What follows belongs to an exercise in optimizing a design on an open flow for a short achievable clock period and few clock cycles; a production flow would make more cautious choices. At most, simulation tests tie the RTL to the original design; equivalence was not proved. No activity file was given, so power comes from the tool's default toggle rates.

## CPU
module CPU(
input Clock,
input Reset,
output [23:0] imem_addr,
input [23:0] imem_data,
output [23:0] dmem_addr,
output [23:0] dmem_wdata,
output dmem_we,
input [23:0] dmem_rdata,
output halted
);
export LEC_CHECK = 0
export CAP_MARGIN = 20
export CORE_MARGIN = 2
export CORE_UTILIZATION = 60
export SLEW_MARGIN = 20
export SYNTH_HIERARCHICAL = 1
create_clock -name core_clock -period 26.0 [get_ports {Clock}]
standard.sh (not shown) runs the stock make flow with config.mk's settings and CLKGATE_MAP_FILE= SYNTH_SCRIPT=/design/flow/synth_recipe.tcl, a recipe that flattens the netlist after the stock synthesis.
==> flow/flow/run.sh <==
#!/bin/bash
# The standard layout (standard.sh), with ORFS's repair_timing asked to
# keep 21 ns of setup slack at the design's 26 ns clock, and the flops that
# drive output ports placed beside their port buffers (flow/pin_flops.tcl,
# run before detailed placement).
set -o pipefail
bash standard.sh SETUP_SLACK_MARGIN=21 PRE_DETAIL_PLACE_TCL=$PWD/flow/pin_flops.tcl finish > standard.log 2>&1
==> flow/flow/pin_flops.tcl <==
# Before detailed placement: put each flip-flop that drives an output port's
# buffer right beside that buffer, so the flop-to-pin wire is short. The
# detailed placer then legalizes them.
set block [ord::get_db_block]
set moved 0
foreach bterm [$block getBTerms] {
  if { [$bterm getIoType] != "OUTPUT" } { continue }
  set net [$bterm getNet]
  if { $net == "NULL" } { continue }
  set buf ""
  foreach it [$net getITerms] {
    if { [$it getIoType] == "OUTPUT" } { set buf [$it getInst] }
  }
  if { $buf == "" } { continue }
  set innet ""
  foreach it [$buf getITerms] {
    if { [$it getIoType] == "INPUT" && [[$it getMTerm] getSigType] == "SIGNAL" } { set innet [$it getNet] }
  }
  if { $innet == "" || $innet == "NULL" } { continue }
  set drv ""
  foreach it [$innet getITerms] {
    if { [$it getIoType] == "OUTPUT" } { set drv [$it getInst] }
  }
  if { $drv == "" } { continue }
  if { ![[$drv getMaster] isSequential] } { continue }
  set loc [$buf getLocation]
  $drv setLocation [lindex $loc 0] [lindex $loc 1]
  $drv setPlacementStatus PLACED
  incr moved
}
puts "pin_flops: moved $moved flip-flops next to their output buffers"
Then changed:
--- a/flow/design.v
+++ b/flow/design.v
@@ -1219,21 +1219,20 @@
 wire [23:0] b_full = e_rt ? e_fwd : b_ne;
 wire stall = d_valid & (((is_beq & ~same) & (e_rs | e_rt) & ~e_add) |
                         ((is_ld | is_st) & e_rs));
 wire eq = e_rs ? eqsum(e_a, e_b, b_ne) :
           e_rt ? eqsum(e_a, e_b, a_ne) :
                  (a_ne == b_ne);
 wire taken = is_beq & (same | eq);
 wire [23:0] target = d_pc3 + imm;
 wire go = d_valid & ~stall;
-wire short = (d_ir[11:6] == 6'b000000) | (d_ir[11:6] == 6'b111111);
-wire redirect = go & is_beq & (d_pred ? (~taken | ~short) : (taken & imm_nz));
-wire [23:0] fix = taken ? target : d_pc3;
+wire redirect = go & is_beq & (d_pred ? ~taken : (taken & imm_nz));
+wire [23:0] fix = d_pred ? d_pc3 : target;
 assign z_next = go & is_addi & wr & ~e_rs & eqsum(a_ne, imm, 24'd0);
 assign z_reg = dst;
 wire halting = go & is_halt;
 wire hold = stall | halting | halted_r;
 assign f_ok = ~hold & ~redirect;
 wire [23:0] pc_alt_nr = hold ? pc : (redirect ? fix : pc3);
 Mux24 mr(.s(Reset), .a(pc_alt_nr), .b(24'd10), .y(pc_alt));
 wire [23:0] sum  = e_a + e_b;
 wire [23:0] diff = e_a - e_b;
@@ -1315,74 +1314,51 @@
 input  [23:0] word,
 input         ok,
 input         rst,
 input  [23:0] alt,
 input         zd,
 input  [3:0]  zreg,
 output        beq,
 output [23:0] next
 );
-wire sel0, sel1, sel2, c7a, c7b;
+wire sel, c7;
 wire [6:0] lo;
-wire [6:0] lo_unused;
-FetchSel fs0(.word(word), .ok(ok), .rst(rst), .zd(zd), .zreg(zreg), .beq(beq), .sel(sel0));
-FetchSel fs1(.word(word), .ok(ok), .rst(rst), .zd(zd), .zreg(zreg), .beq(), .sel(sel1));
-FetchSel fs2(.word(word), .ok(ok), .rst(rst), .zd(zd), .zreg(zreg), .beq(), .sel(sel2));
-FetchAdd fa0(.a(pc3[6:0]), .b(word[6:0]), .s(lo), .c(c7a));
-FetchAdd fa1(.a(pc3[6:0]), .b(word[6:0]), .s(lo_unused), .c(c7b));
+FetchSel fs(.word(word), .ok(ok), .rst(rst), .zd(zd), .zreg(zreg), .beq(beq), .sel(sel));
+FetchAdd fa(.a(pc3[6:0]), .b(word[6:0]), .s(lo), .c(c7));
 wire [16:0] hi_c1 = word[6] ? pc3[23:7] : pc3_hi_p;    
 wire [16:0] hi_c0 = word[6] ? pc3_hi_m : pc3[23:7];    
 wire [16:0] hi;
-Mux8 mh0(.s(c7a), .a(hi_c0[7:0]),  .b(hi_c1[7:0]),  .y(hi[7:0]));
-Mux9 mh1(.s(c7b), .a(hi_c0[16:8]), .b(hi_c1[16:8]), .y(hi[16:8]));
-wire [23:0] tgt = {hi, lo};
-Mux8 mn0(.s(sel0), .a(alt[7:0]),   .b(tgt[7:0]),   .y(next[7:0]));
-Mux8 mn1(.s(sel1), .a(alt[15:8]),  .b(tgt[15:8]),  .y(next[15:8]));
-Mux8 mn2(.s(sel2), .a(alt[23:16]), .b(tgt[23:16]), .y(next[23:16]));
+Mux17 mh(.s(c7), .a(hi_c0), .b(hi_c1), .y(hi));
+Mux24 mn(.s(sel), .a(alt), .b({hi, lo}), .y(next));
 endmodule
 module FetchSel(
 input  [23:0] word,
 input         ok,
 input         rst,
 input         zd,
 input  [3:0]  zreg,
 output        beq,
 output        sel
 );
+wire short = (word[11:6] == 6'b000000) | (word[11:6] == 6'b111111);
 wire z = zd & (((word[19:16] == zreg) & (word[15:12] == 4'd0)) |
                ((word[15:12] == zreg) & (word[19:16] == 4'd0)));
-assign beq = (word[23:20] == 4'b0100) & ((word[19:16] == word[15:12]) | z);
+assign beq = (word[23:20] == 4'b0100) & ((word[19:16] == word[15:12]) | z) & short;
 assign sel = beq & ok & ~rst;
 endmodule
 module FetchAdd(
 input  [6:0] a,
 input  [6:0] b,
 output [6:0] s,
 output       c
 );
 assign {c, s} = {1'b0, a} + {1'b0, b};
 endmodule
-module Mux8(
-input        s,
-input  [7:0] a,
-input  [7:0] b,
-output [7:0] y
-);
-assign y = s ? b : a;
-endmodule
-module Mux9(
-input        s,
-input  [8:0] a,
-input  [8:0] b,
-output [8:0] y
-);
-assign y = s ? b : a;
-endmodule
 module Mux17(
 input         s,
 input  [16:0] a,
 input  [16:0] b,
 output [16:0] y
 );
 assign y = s ? b : a;
 endmodule
 module Mux24(
What happened: The new run finished with timing, DRC and antenna clean; area after synthesis hardly moves; setup slack loses 160 ps; clock-buffer cell count falls by 3; die area hardly moves; wire length drops by 0.94%; flip-flop and latch count does not change; first-iteration DRC count is higher by 4.6%; final area goes down by 0.68%; cell count grows by 0.92%; non-clock buffer count rises by 7; via count is about the same; combinational power fell by about 5%; global-route usage decreases by 0.25 points.
Testbench counts after the change, summed over its fixed seeds: cycles 26,342.
Only the layout flow was run in the first run of this note; the RTL was not checked for function there.

-- afterwards: timing with drivers on the ports --
How much do the figures lean on ideal ports? The routed layouts below were timed once more, with nothing changed but the port constraints. Step 1 assumes that a clkbuf_16 drives the clock port and a buf_2 every other input. Step 2, shift: input delay + t, output delay - t, t = (earliest + latest rising clock arrival at the registers) / 2. This alone moves slack from input paths to output paths. Three values: ideal ports, drivers, drivers and shift; two values: the first two.
| run | shift t [ns] | setup slack, ns | cell pins on the clock port's net |
|---|---|---|---|
| the first run | 0.737 | 19.513 / 19.497 / 18.760 | 1 |
| the second run | 0.738 | 19.349 / 19.384 / 18.645 | 1 |
After both steps setup and hold are still met in every run listed. For the first run, which loses most, drivers alone change the setup slack by -0.016 ns; drivers and shift together by -0.753 ns.
